Context: an optimization exercise on an open-source flow, tuned for a short achievable clock period and few clock cycles per item. The choices shown serve that exercise and are no tape-out recipe. RTL that was checked went through simulation tests only; none was proved equivalent to the original. Power figures rest on the tool's default switching activity, not on a simulated workload.

==> wip/nickel <==
==> flow/design.v <==
`timescale 1ns / 1ps
module divider#(
  parameter WIDTH    = 32,
  parameter CACHING  =  0,  
  parameter INIT_VLD =  0  
)(
  input clk, 
  input rst, 
  input start, 
  input      [WIDTH-1:0] dividend, 
  input      [WIDTH-1:0] divisor, 
  output reg [WIDTH-1:0] quotient, 
  output     [WIDTH-1:0] remainder, 
  output reg zeroErr, 
  output valid
);
  localparam IDLE = 0,
             PREP = 1,
             CALC = 2;
  reg [1:0] state;
  reg [WIDTH-1:0] dividendOp; 
  reg [WIDTH  :0] divisorOp; 
  localparam C_WIDTH = $clog2(WIDTH)+1;
  reg [C_WIDTH-1:0] shiftCounter;
  always@(posedge clk) begin
    if(state == IDLE) begin
      shiftCounter <= 0;
    end case(state)
      PREP: shiftCounter <= shiftCounter+1;
      CALC: shiftCounter <= shiftCounter-1;
    endcase
  end
  wire zeroDivide = divisor == 0;
  wire useCache;  
  wire startCalculation = !zeroDivide && start && !(CACHING && useCache);
  wire subtract  = {1'b0,dividendOp} >= divisorOp && state == CALC;
  wire stopShift = dividendOp < (divisorOp<<1);
  generate  
    if(INIT_VLD) begin
      assign valid = state == IDLE && !start;
    end else begin
      reg valid_en;
      assign valid = valid_en && !start && state == IDLE;
      always@(posedge clk) begin
        if(rst) begin
          valid_en <= 0;
        end else begin
          valid_en <= valid_en || start;
        end
      end
    end
  endgenerate
  always@(posedge clk) begin
    if(rst) begin
      zeroErr <= 0;
    end else begin
      zeroErr <= start && state == IDLE ? zeroDivide : zeroErr;
    end
  end
  always@(posedge clk) begin
    if(startCalculation) begin
      divisorOp <= divisor;
    end else case(state)
      PREP: divisorOp <= divisorOp<<1;
      CALC: divisorOp <= divisorOp>>1;
    endcase
  end
  always@(posedge clk) begin
    if(startCalculation) begin
      dividendOp <= dividend;
    end else begin
      dividendOp <= subtract ? dividendOp-divisorOp : dividendOp; 
    end
  end
  always@(posedge clk) begin
    if(state == PREP) begin
      quotient <= 0;
    end else begin
      quotient <= state == CALC ? (quotient<<1) | subtract : quotient;
    end
  end
  assign remainder = dividendOp;
  always@(posedge clk) begin
    if(rst) begin
      state <= IDLE;
    end else case(state)
      IDLE: state <=  startCalculation ? PREP : state;
      PREP: state <=         stopShift ? CALC : state;
      CALC: state <= shiftCounter == 0 ? IDLE : state;
    endcase
  end
  generate  
    if(CACHING) begin
      reg [WIDTH-1:0] dividend_cached, divisor_cached;
      assign useCache = (dividend == dividend_cached) && (divisor == divisor_cached);
      always@(posedge clk) begin
        if (rst) begin
          dividend_cached <= 0;
          divisor_cached  <= 0;
        end else begin
          dividend_cached <= startCalculation && state == IDLE ? dividend : dividend_cached;
          divisor_cached  <= startCalculation && state == IDLE ? divisor  :  divisor_cached;
        end
      end
    end
  endgenerate
endmodule
==> flow/run.sh <==
#!/bin/bash
# synth_recipe.tcl (not shown) runs the flow's synth.tcl, then flattens the netlist and writes it again
# the make line also repeats each setting of config.mk as NAME=value (left out here)
make -C /OpenROAD-flow-scripts/flow DESIGN_CONFIG=/design/flow/config.mk WORK_HOME=/design/flow/orfs CLKGATE_MAP_FILE= SYNTH_SCRIPT=/design/flow/synth_recipe.tcl finish
==> flow/config.mk <==
export PLATFORM = sky130hd
export DESIGN_NAME = divider
export DESIGN_NICKNAME = divider
export VERILOG_FILES = /design/flow/design.v
export SDC_FILE = /design/flow/constraint.sdc
export NUM_CORES = 4
export LEC_CHECK = 0
export CAP_MARGIN = 20
export CORE_MARGIN = 2
export CORE_UTILIZATION = 40
export SLEW_MARGIN = 20
==> flow/constraint.sdc <==
create_clock -name core_clock -period 7.0 [get_ports {clk}]
set_input_delay 1.4000 -clock core_clock [delete_from_list [all_inputs] [get_ports {clk}]]
set_output_delay 1.4000 -clock core_clock [all_outputs]
set_load 0.01 [all_outputs]
==> inputs of wip/xenon, as changes to wip/nickel <==
==> flow/design.v, changed modules only <==
module divider#(
  parameter WIDTH    = 32,
  parameter CACHING  =  0,
  parameter INIT_VLD =  0
)(
  input clk,
  input rst,
  input start,
  input      [WIDTH-1:0] dividend,
  input      [WIDTH-1:0] divisor,
  output     [WIDTH-1:0] quotient,
  output     [WIDTH-1:0] remainder,
  output reg zeroErr,
  output valid
);
  localparam K  = 4;
  localparam ND = 32 / K;       
  localparam NM = (1 << K) - 1;  
  localparam MW = 32 + K;        
  reg        vld;
  reg        align;
  reg  [3:0] cnt;
  reg [31:0] opA;
  reg [31:0] opD;
  reg [ND:0] csel;               
  reg [31:0] P;                  
  reg [31:0] AQ;                 
  reg [MW*NM-1:0] M;             
  assign valid     = vld;
  assign quotient  = AQ;
  assign remainder = P;
  wire [ND:0] lt;                
  genvar c, j;
  generate
    for (c = 0; c <= ND; c = c + 1) begin : g_lt
      if (c == ND) begin : g_last
        assign lt[c] = divisor != 0;
      end else begin : g_mid
        assign lt[c] = (dividend >> (K*c)) < divisor;
      end
    end
  endgenerate
  wire [ND:0] first = lt & ~{lt[ND-1:0], 1'b0};
  wire zeroDivide = divisor == 0;
  wire quick = zeroDivide | lt[0];
  reg [31:0] alP, alAQ;
  reg [3:0]  alCnt;
  integer i;
  always @* begin
    alP = 0; alAQ = 0; alCnt = 0;
    for (i = 1; i <= ND; i = i + 1) begin
      if (csel[i]) begin
        alP   = alP  | (opA >> (K*i));
        alAQ  = alAQ | (opA << (32 - K*i));
        alCnt = alCnt | i[3:0];
      end
    end
  end
  wire [MW-1:0] PS = {P, AQ[31:32-K]};
  wire [NM:0]   ge;              
  wire [31:0]   diff [0:NM];
  assign ge[0] = 1'b1;
  assign diff[0] = PS[31:0];
  generate
    for (j = 1; j <= NM; j = j + 1) begin : g_sub
      wire [MW:0] d = {1'b0, PS} - {1'b0, M[MW*(j-1) +: MW]};
      assign ge[j]   = ~d[MW];
      assign diff[j] = d[31:0];
    end
  endgenerate
  wire [NM:0] sel = ge & ~{1'b0, ge[NM:1]};
  reg [31:0] nextP;
  reg [K-1:0] digit;
  always @* begin
    nextP = 0; digit = 0;
    for (i = 0; i <= NM; i = i + 1) begin
      if (sel[i]) begin
        nextP = nextP | diff[i];
        digit = digit | i[K-1:0];
      end
    end
  end
  always @(posedge clk) begin
    if (rst) begin
      vld   <= 1'b0;
      align <= 1'b0;
      cnt   <= 0;
    end else if (start) begin
      vld   <= quick;
      align <= ~quick;
      cnt   <= 0;
    end else if (align) begin
      align <= 1'b0;
      cnt   <= alCnt;
    end else if (cnt != 0) begin
      cnt   <= cnt - 1'b1;
      if (cnt == 1) vld <= 1'b1;
    end
  end
  always @(posedge clk) begin
    if (rst) zeroErr <= 1'b0;
    else if (start) zeroErr <= zeroDivide;
  end
  always @(posedge clk) begin
    if (start) begin
      opA  <= dividend;
      opD  <= divisor;
      csel <= first;
    end
  end
  integer m;
  function [MW-1:0] mult(input [31:0] d, input integer jj);
    reg [MW-1:0] x;
    begin
      x = {{K{1'b0}}, d};
      case (jj)
        1:  mult = x;
        2:  mult = x << 1;
        3:  mult = (x << 1) + x;
        4:  mult = x << 2;
        5:  mult = (x << 2) + x;
        6:  mult = (x << 2) + (x << 1);
        7:  mult = (x << 3) - x;
        8:  mult = x << 3;
        9:  mult = (x << 3) + x;
        10: mult = (x << 3) + (x << 1);
        11: mult = (x << 3) + (x << 1) + x;
        12: mult = (x << 3) + (x << 2);
        13: mult = (x << 3) + (x << 2) + x;
        14: mult = (x << 4) - (x << 1);
        default: mult = (x << 4) - x;
      endcase
    end
  endfunction
  always @(posedge clk) begin
    if (align) begin
      for (m = 1; m <= NM; m = m + 1)
        M[MW*(m-1) +: MW] <= mult(opD, m);
    end
  end
  always @(posedge clk) begin
    if (start) begin
      P  <= dividend;
      AQ <= 0;
    end else if (align) begin
      P  <= alP;
      AQ <= alAQ;
    end else if (cnt != 0) begin
      P  <= nextP;
      AQ <= {AQ[31-K:0], digit};
    end
  end
endmodule
--- a/flow/config.mk
+++ b/flow/config.mk
@@ -7,2 +7,3 @@
 export LEC_CHECK = 0
+export ABC_CLOCK_PERIOD_IN_PS = 2500
 export CAP_MARGIN = 20
@@ -10,2 +11,3 @@
 export CORE_UTILIZATION = 40
+export SETUP_SLACK_MARGIN = 4.5
 export SLEW_MARGIN = 20
==> qor summary <==
|  | wip/nickel | wip/xenon |
|---|---|---|
| Result of the run | finished clean | finished clean |
| Combinational-cell power consumption | 2220 uW | 29000 uW |
| Count of filler cells inserted in the layout | 1730 | 12.5k |
| Number of H-tree levels | 3 | 2 |
| Via total after detailed routing | 5988 | 60.7k |
| Final period demand of the worst path | 4090 ps | 5090 ps |
| Count of state elements after synthesis | 107 | 407 |
| Xor and xnor area share after synthesis | 3.14% | 9.17% |
| Inverter count | 49 | 466 |
| Slew at the pin closest to its max-slew limit | 789 ps | 1320 ps |
| CTS Buffer Depth | 2 | 3 |
| Clock network area share | 3.52% | 1.95% |
| Power dissipated in sequential cells | 1090 uW | 3610 uW |
| Instance count after placement with tap cells included | 1110 | 8441 |
| Count of clock-net buffers in the final layout | 10 | 58 |
| Fraction of final layout cells with drive strength greater than 1 | 4.90% | 28.5% |
| #MultiIn Comb | 587 | 5524 |
| Clock-pin slew on the worst setup and hold paths | 80 ps | 70 ps |
Testbench counts of wip/nickel, summed over its fixed seeds: cycles 50,286, items 3,200.
No functional check of the RTL was part of wip/xenon.


==> inputs of 06-06 <==
Another version of the RTL of divider (not shown whole).
==> module divider, before the edit <==
module divider#(
  parameter WIDTH    = 32,
  parameter CACHING  =  0,
  parameter INIT_VLD =  0
)(
  input clk,
  input rst,
  input start,
  input      [WIDTH-1:0] dividend,
  input      [WIDTH-1:0] divisor,
  output     [WIDTH-1:0] quotient,
  output     [WIDTH-1:0] remainder,
  output reg zeroErr,
  output valid
);
  localparam K  = 4;
  localparam ND = 32 / K;        
  localparam NM = (1 << K) - 1;  
  localparam MW = 32 + K;        
  reg          vld;
  reg    [3:0] cnt;
  reg   [31:0] P;                
  reg   [31:0] AQ;               
  reg [MW*NM-1:0] M;             
  assign valid     = vld;
  assign quotient  = AQ;
  assign remainder = P;
  wire [ND:0] lt;                
  genvar c, j;
  generate
    for (c = 0; c <= ND; c = c + 1) begin : g_lt
      if (c == ND) begin : g_last
        assign lt[c] = divisor != 0;
      end else begin : g_mid
        assign lt[c] = (dividend >> (K*c)) < divisor;
      end
    end
  endgenerate
  wire [ND:0] first = lt & ~{lt[ND-1:0], 1'b0};
  wire zeroDivide = divisor == 0;
  reg [31:0] alP, alAQ;
  reg [3:0]  alCnt;
  integer i;
  always @* begin
    alP = 0; alAQ = 0; alCnt = 0;
    for (i = 0; i <= ND; i = i + 1) begin
      if (first[i]) begin
        alP   = alP  | (dividend >> (K*i));
        alAQ  = alAQ | (dividend << (32 - K*i));
        alCnt = alCnt | i[3:0];
      end
    end
  end
  function [MW-1:0] mult(input [31:0] d, input integer jj);
    reg [MW-1:0] x, a, b, e, s, cy;
    begin
      x = {{K{1'b0}}, d};
      case (jj)
        11: begin a = x << 3; b = x << 1; e = x; end
        13: begin a = x << 3; b = x << 2; e = x; end
        default: begin a = 0; b = 0; e = 0; end
      endcase
      s  = a ^ b ^ e;
      cy = ((a & b) | (a & e) | (b & e)) << 1;
      case (jj)
        1:  mult = x;
        2:  mult = x << 1;
        3:  mult = (x << 1) + x;
        4:  mult = x << 2;
        5:  mult = (x << 2) + x;
        6:  mult = (x << 2) + (x << 1);
        7:  mult = (x << 3) - x;
        8:  mult = x << 3;
        9:  mult = (x << 3) + x;
        10: mult = (x << 3) + (x << 1);
        12: mult = (x << 3) + (x << 2);
        14: mult = (x << 4) - (x << 1);
        15: mult = (x << 4) - x;
        default: mult = s + cy;
      endcase
    end
  endfunction
  wire [MW-1:0] PS = {P, AQ[31:32-K]};
  wire [NM:0]   ge;              
  wire [31:0]   diff [0:NM];
  assign ge[0] = 1'b1;
  assign diff[0] = PS[31:0];
  generate
    for (j = 1; j <= NM; j = j + 1) begin : g_sub
      wire [MW:0] d = {1'b0, PS} - {1'b0, M[MW*(j-1) +: MW]};
      assign ge[j]   = ~d[MW];
      assign diff[j] = d[31:0];
    end
  endgenerate
  wire [NM:0] sel = ge & ~{1'b0, ge[NM:1]};
  reg [31:0] nextP;
  reg [K-1:0] digit;
  always @* begin
    nextP = 0; digit = 0;
    for (i = 0; i <= NM; i = i + 1) begin
      if (sel[i]) begin
        nextP = nextP | diff[i];
        digit = digit | i[K-1:0];
      end
    end
  end
  always @(posedge clk) begin
    if (rst) begin
      vld <= 1'b0;
      cnt <= 0;
    end else if (start) begin
      vld <= zeroDivide | lt[0];
      cnt <= zeroDivide ? 4'd0 : alCnt;
    end else if (cnt != 0) begin
      cnt <= cnt - 1'b1;
      if (cnt == 1) vld <= 1'b1;
    end
  end
  always @(posedge clk) begin
    if (rst) zeroErr <= 1'b0;
    else if (start) zeroErr <= zeroDivide;
  end
  integer m;
  always @(posedge clk) begin
    if (start) begin
      for (m = 1; m <= NM; m = m + 1)
        M[MW*(m-1) +: MW] <= mult(divisor, m);
    end
  end
  always @(posedge clk) begin
    if (start) begin
      P  <= alP;
      AQ <= alAQ;
    end else if (cnt != 0) begin
      P  <= nextP;
      AQ <= {AQ[31-K:0], digit};
    end
  end
endmodule
clock: 7.0 ns
lec_check: 0
cap_margin: 20
core_margin: 2
core_utilization: 70
place_density: 0.8
setup_slack_margin: 4.5
slew_margin: 20
run.sh (not shown) runs the stock make flow with config.mk's settings and CLKGATE_MAP_FILE= SYNTH_SCRIPT=/design/flow/synth_recipe.tcl, a recipe that flattens the netlist after the stock synthesis.
==> 03-17: changes against 06-06 <==
==> flow/design.v (replaced) <==
`timescale 1ns / 1ps
module divider#(
  parameter WIDTH    = 32,
  parameter CACHING  =  0,
  parameter INIT_VLD =  0
)(
  input clk,
  input rst,
  input start,
  input      [WIDTH-1:0] dividend,
  input      [WIDTH-1:0] divisor,
  output     [WIDTH-1:0] quotient,
  output     [WIDTH-1:0] remainder,
  output reg zeroErr,
  output valid
);
  localparam K  = 4;
  localparam ND = 32 / K;       
  localparam NM = (1 << K) - 1;  
  localparam MW = 32 + K;        
  reg        vld;
  reg        align;
  reg  [3:0] cnt;
  reg [31:0] opA;
  reg [31:0] opD;
  reg [ND:0] csel;               
  reg [31:0] P;                  
  reg [31:0] AQ;                 
  reg [MW*NM-1:0] M;             
  assign valid     = vld;
  assign quotient  = AQ;
  assign remainder = P;
  wire [ND:0] lt;                
  genvar c, j;
  generate
    for (c = 0; c <= ND; c = c + 1) begin : g_lt
      if (c == ND) begin : g_last
        assign lt[c] = divisor != 0;
      end else begin : g_mid
        assign lt[c] = (dividend >> (K*c)) < divisor;
      end
    end
  endgenerate
  wire [ND:0] first = lt & ~{lt[ND-1:0], 1'b0};
  wire zeroDivide = divisor == 0;
  wire quick = zeroDivide | lt[0];
  reg [31:0] alP, alAQ;
  reg [3:0]  alCnt;
  integer i;
  always @* begin
    alP = 0; alAQ = 0; alCnt = 0;
    for (i = 1; i <= ND; i = i + 1) begin
      if (csel[i]) begin
        alP   = alP  | (opA >> (K*i));
        alAQ  = alAQ | (opA << (32 - K*i));
        alCnt = alCnt | i[3:0];
      end
    end
  end
  wire [MW-1:0] PS = {P, AQ[31:32-K]};
  wire [NM:0]   ge;              
  wire [31:0]   diff [0:NM];
  assign ge[0] = 1'b1;
  assign diff[0] = PS[31:0];
  generate
    for (j = 1; j <= NM; j = j + 1) begin : g_sub
      wire [MW:0] d = {1'b0, PS} - {1'b0, M[MW*(j-1) +: MW]};
      assign ge[j]   = ~d[MW];
      assign diff[j] = d[31:0];
    end
  endgenerate
  wire [NM:0] sel = ge & ~{1'b0, ge[NM:1]};
  reg [31:0] nextP;
  reg [K-1:0] digit;
  always @* begin
    nextP = 0; digit = 0;
    for (i = 0; i <= NM; i = i + 1) begin
      if (sel[i]) begin
        nextP = nextP | diff[i];
        digit = digit | i[K-1:0];
      end
    end
  end
  always @(posedge clk) begin
    if (rst) begin
      vld   <= 1'b0;
      align <= 1'b0;
      cnt   <= 0;
    end else if (start) begin
      vld   <= quick;
      align <= ~quick;
      cnt   <= 0;
    end else if (align) begin
      align <= 1'b0;
      cnt   <= alCnt;
    end else if (cnt != 0) begin
      cnt   <= cnt - 1'b1;
      if (cnt == 1) vld <= 1'b1;
    end
  end
  always @(posedge clk) begin
    if (rst) zeroErr <= 1'b0;
    else if (start) zeroErr <= zeroDivide;
  end
  always @(posedge clk) begin
    if (start) begin
      opA  <= dividend;
      opD  <= divisor;
      csel <= first;
    end
  end
  integer m;
  always @(posedge clk) begin
    if (align) begin
      for (m = 1; m <= NM; m = m + 1)
        M[MW*(m-1) +: MW] <= opD * m;
    end
  end
  always @(posedge clk) begin
    if (start) begin
      P  <= dividend;
      AQ <= 0;
    end else if (align) begin
      P  <= alP;
      AQ <= alAQ;
    end else if (cnt != 0) begin
      P  <= nextP;
      AQ <= {AQ[31-K:0], digit};
    end
  end
endmodule
--- a/flow/config.mk
+++ b/flow/config.mk
@@ -7,7 +7,5 @@
 export LEC_CHECK = 0
 export CAP_MARGIN = 20
 export CORE_MARGIN = 2
-export CORE_UTILIZATION = 70
-export PLACE_DENSITY = 0.8
-export SETUP_SLACK_MARGIN = 4.5
+export CORE_UTILIZATION = 40
 export SLEW_MARGIN = 20
==> 07-05: changes against 06-06 <==
--- a/flow/config.mk
+++ b/flow/config.mk
@@ -5,9 +5,9 @@
 export SDC_FILE = /design/flow/constraint.sdc
 export NUM_CORES = 4
 export LEC_CHECK = 0
+export ABC_CLOCK_PERIOD_IN_PS = 2500
 export CAP_MARGIN = 20
 export CORE_MARGIN = 2
-export CORE_UTILIZATION = 70
-export PLACE_DENSITY = 0.8
+export CORE_UTILIZATION = 40
 export SETUP_SLACK_MARGIN = 4.5
 export SLEW_MARGIN = 20
==> notes <==
07-05 finished clean. 03-17 completed with no timing, DRC or antenna violations. 06-06 died in 5_1_grt on GRT-0116. Between 03-17 and 07-05, the lower die area is in 07-05 (gap about 6%, measured against 07-05). Between 07-05 and 03-17, the lower first-iteration DRC count is in 03-17 (gap about 36%, measured against 03-17). Of 07-05 and 03-17, 07-05 has the higher routed wire length (gap about 20%, measured against 03-17). Clock power: 03-17 is larger than 07-05 (about 23%). Sequential share of layout area: 03-17 is higher than 07-05 (5.5 points). Of 03-17 and 07-05, 07-05 has the higher final cell count (gap about 6%, measured against 07-05). Between 03-17 and 07-05, the lower register-to-register slack is in 03-17 (gap 1.5 ns).
==> figures <==
| item | 06-06 | 07-05 | 03-17 |
|---|---|---|---|
| Run status | stopped before the end | no timing/DRC/antenna violations | no timing/DRC/antenna violations |
| Stage where the flow stopped | 5_1_grt | - | - |
| Tapcells inserted | - | 1768 | 1890 |
| Layout inverter count without the clock tree | - | 471 | 679 |
| Part of the power in registers | - | 8.7% | 13.4% |
| Worst Max-Slew Pin Slew | - | 1.013 ns | 1.116 ns |
| Sw power | - | 19610 uW | 15550 uW |
| Post-synthesis share of cell area spent on full adders, half adders and majority gates | 22.66% | 22.66% | 25.66% |
| Per-cell routed wire length | - | 31.18 um | 27.37 um |
| Die Width | 281.4 um | 371.0 um | 381.9 um |
| Fraction of power consumed by the clock network | - | 6.9% | 10.6% |
| Post-route cell area | - | 75760 um2 | 63280 um2 |
| Startpoint class of the critical path | - | flip-flop | flip-flop |
| Core occupancy in the finished layout | - | 56.70% | 44.69% |
| Die outline area | - | 137600 um2 | 145900 um2 |
| Rel. slew slack | - | 31.75% | 24.83% |
Testbench counts of 06-06, summed over its fixed seeds: cycles 8,936, items 3,200.
Testbench counts of 07-05, summed over its fixed seeds: cycles 8,936, items 3,200.
No functional check of the RTL was part of 03-17.

==> what the ideal ports hide <==
The results above use ideal ports. As a check the final layouts listed here were re-extracted and re-timed, cells and wires unchanged.
Step 1, drivers: a clkbuf_16 drives clk and a buf_2 each remaining input, both assumed.
Step 2 moves the port delays by t, midway between the first and last clock arrival at a register: inputs arrive t later, outputs are due t later. That takes back most of the time a late clock gives input paths.
Slacks: no drivers / after step 1 / after step 2; pairs: no drivers / after step 1.
| run | t, ns | setup WS [ns] | hold slack, ns | clock arrival spread, ns | cell pins on the clock port's net |
|---|---|---|---|---|---|
| wip/nickel | 0.409 | 2.907 / 2.873 / 2.582 | 0.469 / 0.469 / 0.469 | 0.010 / 0.010 | 1 |
| wip/xenon | 0.692 | 1.911 / 1.911 / 1.911 | 0.496 / 0.496 / 0.496 | 0.024 / 0.024 | 1 |
| 03-17 | 0.770 | 0.481 / 0.481 / 0.481 | 0.489 / 0.489 / 0.489 | 0.052 / 0.053 | 1 |
| 07-05 | 0.717 | 2.012 / 2.012 / 1.485 | 0.527 / 0.527 / 0.527 | 0.044 / 0.044 | 1 |
After both steps every run listed still meets setup and hold. The setup slack of 07-05, which loses most, moves by 0.000 ns with the drivers and by -0.527 ns with both steps.
